Context: an optimization exercise on an open-source flow, tuned for small area. The choices shown serve that exercise and are no tape-out recipe. Only simulation tests tie the RTL to the original design; equivalence was not proved. Power is estimated from default activity; no workload was simulated.

==> v39 <==
## filtering
module filtering(
input clock,
input reset,
input [3:0]sel_module,
input [23:0] rgb_C,
input [7:0] gray_center,
input [7:0] gray_up,
input [7:0] gray_down,
input [7:0] gray_right,
input [7:0] gray_right_down,
input [7:0] gray_right_up,
input [7:0] gray_left,
input [7:0] gray_left_down,
input [7:0] gray_left_up,
input [10:0] Hcount_in,
input [10:0] Vcount_in,
output reg [3:0] red,
output reg [3:0] green,
output reg [3:0] blue,
output reg [10:0] hc,
output reg [10:0] vc,
input Nblank
);
==> module fv_div3, before the edit <==
module fv_div3 #(parameter W = 12) (
    input  [W-1:0] x,
    output [W-1:0] q
);
    wire [1:0] rem [0:W];
    assign rem[W] = 2'd0;
    genvar i;
    generate for (i = W - 1; i >= 0; i = i - 1) begin : g
        assign q[i] = rem[i+1][1] | (rem[i+1][0] & x[i]);
        assign rem[i] = rem[i+1][1] ? {x[i], ~x[i]} : {rem[i+1][0] & ~x[i], ~rem[i+1][0] & x[i]};
    end endgenerate
endmodule
clock: 13.0 ns
lec_check: 0
abc_area: 1
cap_margin: 0
core_margin: 2
core_utilization: 40
gpl_timing_driven: 0
slew_margin: 0
standard.sh (not shown) runs the stock make flow with config.mk's settings and CLKGATE_MAP_FILE= SYNTH_SCRIPT=/design/flow/synth_recipe.tcl, a recipe that flattens the netlist after the stock synthesis.
==> flow/flow/run.sh <==
#!/bin/bash
# The standard layout with these changes:
#  - after the standard synthesis, the combinational logic between the
#    registers and full-adder cells is re-mapped by ABC for area (resyn.ys,
#    with sixteen random seeds of &deepsyn); the registers, the full-adder
#    cells and the names of the registers stay;
#  - flow/faopt.py flips the polarity of full-adder cells to drop inverters
#    that extract_fa leaves between them;
#  - flow/nlcmp.py checks the result against the standard netlist by random
#    simulation and checks that every register is kept and still read; on
#    any failure that candidate is dropped; the smallest one left is used,
#    or the standard netlist if none is left;
#  - plain buf_1 cells as the port buffers;
#  - a clock tree of clkbuf_4 cells (at most 10 sinks each) under a
#    clkbuf_16 root, no dummy loads.
set -euo pipefail
export BUFFER_PORTS_ARGS="-buffer_cell sky130_fd_sc_hd__buf_1"
export CTS_ARGS="-sink_clustering_enable -repair_clock_nets -dont_use_dummy_load -root_buf sky130_fd_sc_hd__clkbuf_16 -buf_list sky130_fd_sc_hd__clkbuf_4 -sink_clustering_size 10"
R=$PWD/orfs/results/$FLOW_PLATFORM/filtering/base
LIB=$FLOW_HOME/platforms/sky130hd/lib/sky130_fd_sc_hd__tt_025C_1v80.lib
bash standard.sh synth > flow_synth.log 2>&1
cp $R/1_2_yosys.v $R/1_2_yosys.std.v
cat > $PWD/resyn.ys <<E2
read_liberty -ignore_miss_func $LIB
blackbox sky130_fd_sc_hd__fa_1 sky130_fd_sc_hd__dfxtp_1 sky130_fd_sc_hd__conb_1
read_verilog $R/1_2_yosys.std.v
hierarchy -top $FLOW_TOP
flatten
opt_clean
techmap
opt_expr
opt_clean
abc -liberty $LIB -dont_use *clkdly* -dont_use *dlygate* -dont_use *probe* -dont_use *lpflow* -script $PWD/area_SEED.abc
opt_clean -purge
rename -hide w:*.*
opt_clean -purge
write_verilog -noattr -noexpr $R/1_2_yosys.rs_SEED.v
E2
NB=$(grep -c dfxtp_1 $R/1_2_yosys.std.v)
# one re-mapping per random seed of ABC's &deepsyn, in parallel; each result
# must pass the checks, and the smallest one is used
resyn_one() {
  S=$1
  printf 'strash\n&get -n\n&deepsyn -T 60 -S %d\n&put\ndch -f\nmap -a\nmfs2 -a\nstrash\ndch -f\nmap -a\nmfs2 -a\nstrash\ndch -f\nmap -a\n' $S > $PWD/area_$S.abc
  sed "s/SEED/$S/g" $PWD/resyn.ys > $PWD/resyn_$S.ys
  yosys -s $PWD/resyn_$S.ys > resyn_$S.log 2>&1 || return 0
  python3 flow/faopt.py $R/1_2_yosys.rs_$S.v $R/1_2_yosys.opt_$S.v > faopt_$S.log 2>&1 || return 0
  NLCMP_LIB=$LIB python3 flow/nlcmp.py $R/1_2_yosys.std.v $R/1_2_yosys.opt_$S.v 60 > nlcmp_$S.log 2>&1 || return 0
  if grep -q "^mismatches 0$" nlcmp_$S.log && grep -q "^registers $NB $NB unread 0 *$" nlcmp_$S.log; then
    touch ok_$S
  fi
}
for S in 1 2 3 4; do resyn_one $S & done
wait
for S in 5 6 7 8; do resyn_one $S & done
wait
for S in 9 10 11 12; do resyn_one $S & done
wait
for S in 13 14 15 16; do resyn_one $S & done
wait
CANDS=""
for S in $(seq 1 16); do
  if [ -f ok_$S ]; then CANDS="$CANDS $R/1_2_yosys.opt_$S.v"; fi
done
if [ -n "$CANDS" ]; then
  python3 flow/pick.py $LIB $R/1_2_yosys.v $CANDS > netlist_choice.log 2>&1
else
  python3 flow/faopt.py $R/1_2_yosys.std.v $R/1_2_yosys.v > faopt_std.log 2>&1 || cp $R/1_2_yosys.std.v $R/1_2_yosys.v
  echo "using the standard netlist" > netlist_choice.log
fi
rm -f $R/1_synth.odb
bash standard.sh > flow_layout.log 2>&1
==> flow/flow/pick.py <==
#!/usr/bin/env python3
"""usage: pick.py lib out.v cand1.v [cand2.v ...]
Copies the candidate netlist with the smallest standard-cell area to out.v
and prints the areas."""
import re, sys, shutil
lib = open(sys.argv[1]).read()
area = {}
ms = list(re.finditer(r'cell\s*\(\s*"?(\w+)"?\s*\)', lib))
for i, m in enumerate(ms):
    end = ms[i + 1].start() if i + 1 < len(ms) else len(lib)
    a = re.search(r'\barea\s*:\s*([\d.]+)', lib[m.end():end])
    if a:
        area[m.group(1)] = float(a.group(1))
best = None
for f in sys.argv[3:]:
    s = open(f).read()
    t = sum(area.get(c, 0.0) for c in re.findall(r'^\s*(sky130_fd_sc_hd__\w+) ', s, re.M))
    print('%s %.1f' % (f, t))
    if best is None or t < best[0]:
        best = (t, f)
print('picked', best[1])
shutil.copy(best[1], sys.argv[2])
Other scripts of this flow, unchanged in this note and not shown: flow/flow/faopt.py, flow/flow/nlcmp.py
==> v21 (differences from v39) <==
--- a/flow/design.v
+++ b/flow/design.v
@@ -30,4 +30,5 @@
     generate for (i = W - 1; i >= 0; i = i - 1) begin : g
+        wire [2:0] v = {rem[i+1], x[i]};
         assign q[i] = rem[i+1][1] | (rem[i+1][0] & x[i]);
-        assign rem[i] = rem[i+1][1] ? {x[i], ~x[i]} : {rem[i+1][0] & ~x[i], ~rem[i+1][0] & x[i]};
+        assign rem[i] = q[i] ? v - 3'd3 : v[1:0];
     end endgenerate
--- a/flow/config.mk
+++ b/flow/config.mk
@@ -8,3 +8,3 @@
 export ABC_AREA = 1
-export CAP_MARGIN = 0
+export CAP_MARGIN = 5
 export CORE_MARGIN = 2
@@ -12,2 +12,2 @@
 export GPL_TIMING_DRIVEN = 0
-export SLEW_MARGIN = 0
+export SLEW_MARGIN = 5
==> v24 (differences from v39) <==
--- a/flow/design.v
+++ b/flow/design.v
@@ -30,4 +30,5 @@
     generate for (i = W - 1; i >= 0; i = i - 1) begin : g
+        wire [2:0] v = {rem[i+1], x[i]};
         assign q[i] = rem[i+1][1] | (rem[i+1][0] & x[i]);
-        assign rem[i] = rem[i+1][1] ? {x[i], ~x[i]} : {rem[i+1][0] & ~x[i], ~rem[i+1][0] & x[i]};
+        assign rem[i] = q[i] ? v - 3'd3 : v[1:0];
     end endgenerate
==> flow/flow/run.sh (replaced) <==
#!/bin/bash
# The standard layout with these changes:
#  - after the standard synthesis, the combinational logic between the
#    registers and full-adder cells is re-mapped by ABC for area (resyn.ys,
#    area.abc); the registers, the full-adder cells and the names of the
#    registers stay;
#  - flow/faopt.py flips the polarity of full-adder cells to drop inverters
#    that extract_fa leaves between them;
#  - flow/nlcmp.py checks the result against the standard netlist by random
#    simulation and checks that every register is kept and still read; on
#    any failure the standard netlist is used instead;
#  - plain buf_1 cells as the port buffers;
#  - a clock tree of clkbuf_8 cells under a clkbuf_16 root, no dummy loads.
set -euo pipefail
export BUFFER_PORTS_ARGS="-buffer_cell sky130_fd_sc_hd__buf_1"
export CTS_ARGS="-sink_clustering_enable -repair_clock_nets -dont_use_dummy_load -root_buf sky130_fd_sc_hd__clkbuf_16 -buf_list sky130_fd_sc_hd__clkbuf_8"
R=$PWD/orfs/results/$FLOW_PLATFORM/filtering/base
LIB=$FLOW_HOME/platforms/sky130hd/lib/sky130_fd_sc_hd__tt_025C_1v80.lib
bash standard.sh synth > flow_synth.log 2>&1
cp $R/1_2_yosys.v $R/1_2_yosys.std.v
printf 'strash\n&get -n\n&deepsyn -T 60\n&put\ndch -f\nmap -a\nmfs2 -a\nstrash\ndch -f\nmap -a\n' > $PWD/area.abc
cat > $PWD/resyn.ys <<E2
read_liberty -ignore_miss_func $LIB
blackbox sky130_fd_sc_hd__fa_1 sky130_fd_sc_hd__dfxtp_1 sky130_fd_sc_hd__conb_1
read_verilog $R/1_2_yosys.std.v
hierarchy -top $FLOW_TOP
flatten
opt_clean
techmap
opt_expr
opt_clean
abc -liberty $LIB -dont_use *clkdly* -dont_use *dlygate* -dont_use *probe* -dont_use *lpflow* -script $PWD/area.abc
opt_clean -purge
rename -hide w:*.*
opt_clean -purge
write_verilog -noattr -noexpr $R/1_2_yosys.rs.v
E2
ok=0
if yosys -s $PWD/resyn.ys > resyn.log 2>&1; then
  if python3 flow/faopt.py $R/1_2_yosys.rs.v $R/1_2_yosys.opt.v > faopt.log 2>&1; then
    NB=$(grep -c dfxtp_1 $R/1_2_yosys.std.v)
    if NLCMP_LIB=$LIB python3 flow/nlcmp.py $R/1_2_yosys.std.v $R/1_2_yosys.opt.v 60 > nlcmp.log 2>&1 && grep -q "^mismatches 0$" nlcmp.log && grep -q "^registers $NB $NB unread 0 *$" nlcmp.log; then
      ok=1
    fi
  fi
fi
if [ $ok = 1 ]; then
  cp $R/1_2_yosys.opt.v $R/1_2_yosys.v
  echo "using the re-mapped netlist" > netlist_choice.log
else
  python3 flow/faopt.py $R/1_2_yosys.std.v $R/1_2_yosys.v > faopt_std.log 2>&1 || cp $R/1_2_yosys.std.v $R/1_2_yosys.v
  echo "using the standard netlist" > netlist_choice.log
fi
rm -f $R/1_synth.odb
bash standard.sh > flow_layout.log 2>&1
--- a/flow/config.mk
+++ b/flow/config.mk
@@ -8,6 +8,5 @@
 export ABC_AREA = 1
-export CAP_MARGIN = 0
+export CAP_MARGIN = 5
 export CORE_MARGIN = 2
 export CORE_UTILIZATION = 40
-export GPL_TIMING_DRIVEN = 0
-export SLEW_MARGIN = 0
+export SLEW_MARGIN = 5
removed: flow/flow/pick.py
==> notes.md <==
The lowest synthesized cell count belongs to v21, the highest to v24. Against v21, the setup slack of v24 is higher by 0.92 ns. The highest synthesized area belongs to v24, the lowest to v21. Critical path depth: v21 < v24 < v39. Flip-flop and latch count is the same in v21 and v39. Non-clock buffer count: v39 < v21 < v24.
==> figures <==
metric	v21	v39	v24
Fraction of standard cell area that is sequential	0.202	0.202	0.198
Maximum net fanout on the critical path	22	16	10
Overall die area	0.0246 mm^2	0.0247 mm^2	0.0251 mm^2
Number of buffers other than clock buffers in the final layout	165	164	181
Share of total power in combinational logic	0.636	0.661	0.681
Hold Slack	0.475 ns	0.501 ns	0.485 ns
Time the final worst path needs with I/O delays and setup	12.52 ns	12.68 ns	11.60 ns
Worst stage delay on the critical path	0.59 ns	0.59 ns	0.58 ns
Post-synthesis instance total	1207	1214	1244
Power attributed to sequential cells	384 uW	394 uW	385 uW
Total number of nets in the final design	1627	1633	1680
Fraction of standard cell area in multi-input logic	0.597	0.600	0.601
Result of the run	timing/DRC/antenna clean	timing/DRC/antenna clean	timing/DRC/antenna clean

-- separate check: timing with driven ports --
No port has a modelled driver above. Below, the same layouts with a new extraction and two added sets of constraints. Step 1, drivers: a clkbuf_16 drives clock and a buf_2 each remaining input, both assumed. Step 2 also shifts input and output timing later by t, the mid clock arrival at the registers, as if the neighbouring blocks saw the same clock. Three values: no drivers, after step 1, after step 2; two values: the first two.
run | t (ns) | setup WS [ns] | hold WS [ns] | slew at the worst register clock pin (ns)
v39 | 0.389 | 0.322 / 0.343 / -0.046 | 0.501 / 0.501 / 0.501 | 0.08 / 0.08
v21 | 0.394 | 0.477 / 0.497 / 0.103 | 0.475 / 0.475 / 0.475 | 0.08 / 0.08
v24 | 0.396 | 1.401 / 1.389 / 0.994 | 0.485 / 0.485 / 0.485 | 0.08 / 0.08
Met with ideal ports but missed after step 2: setup timing in v39. The setup slack of v24, which loses most, moves by -0.012 ns with the drivers and by -0.407 ns with both steps.
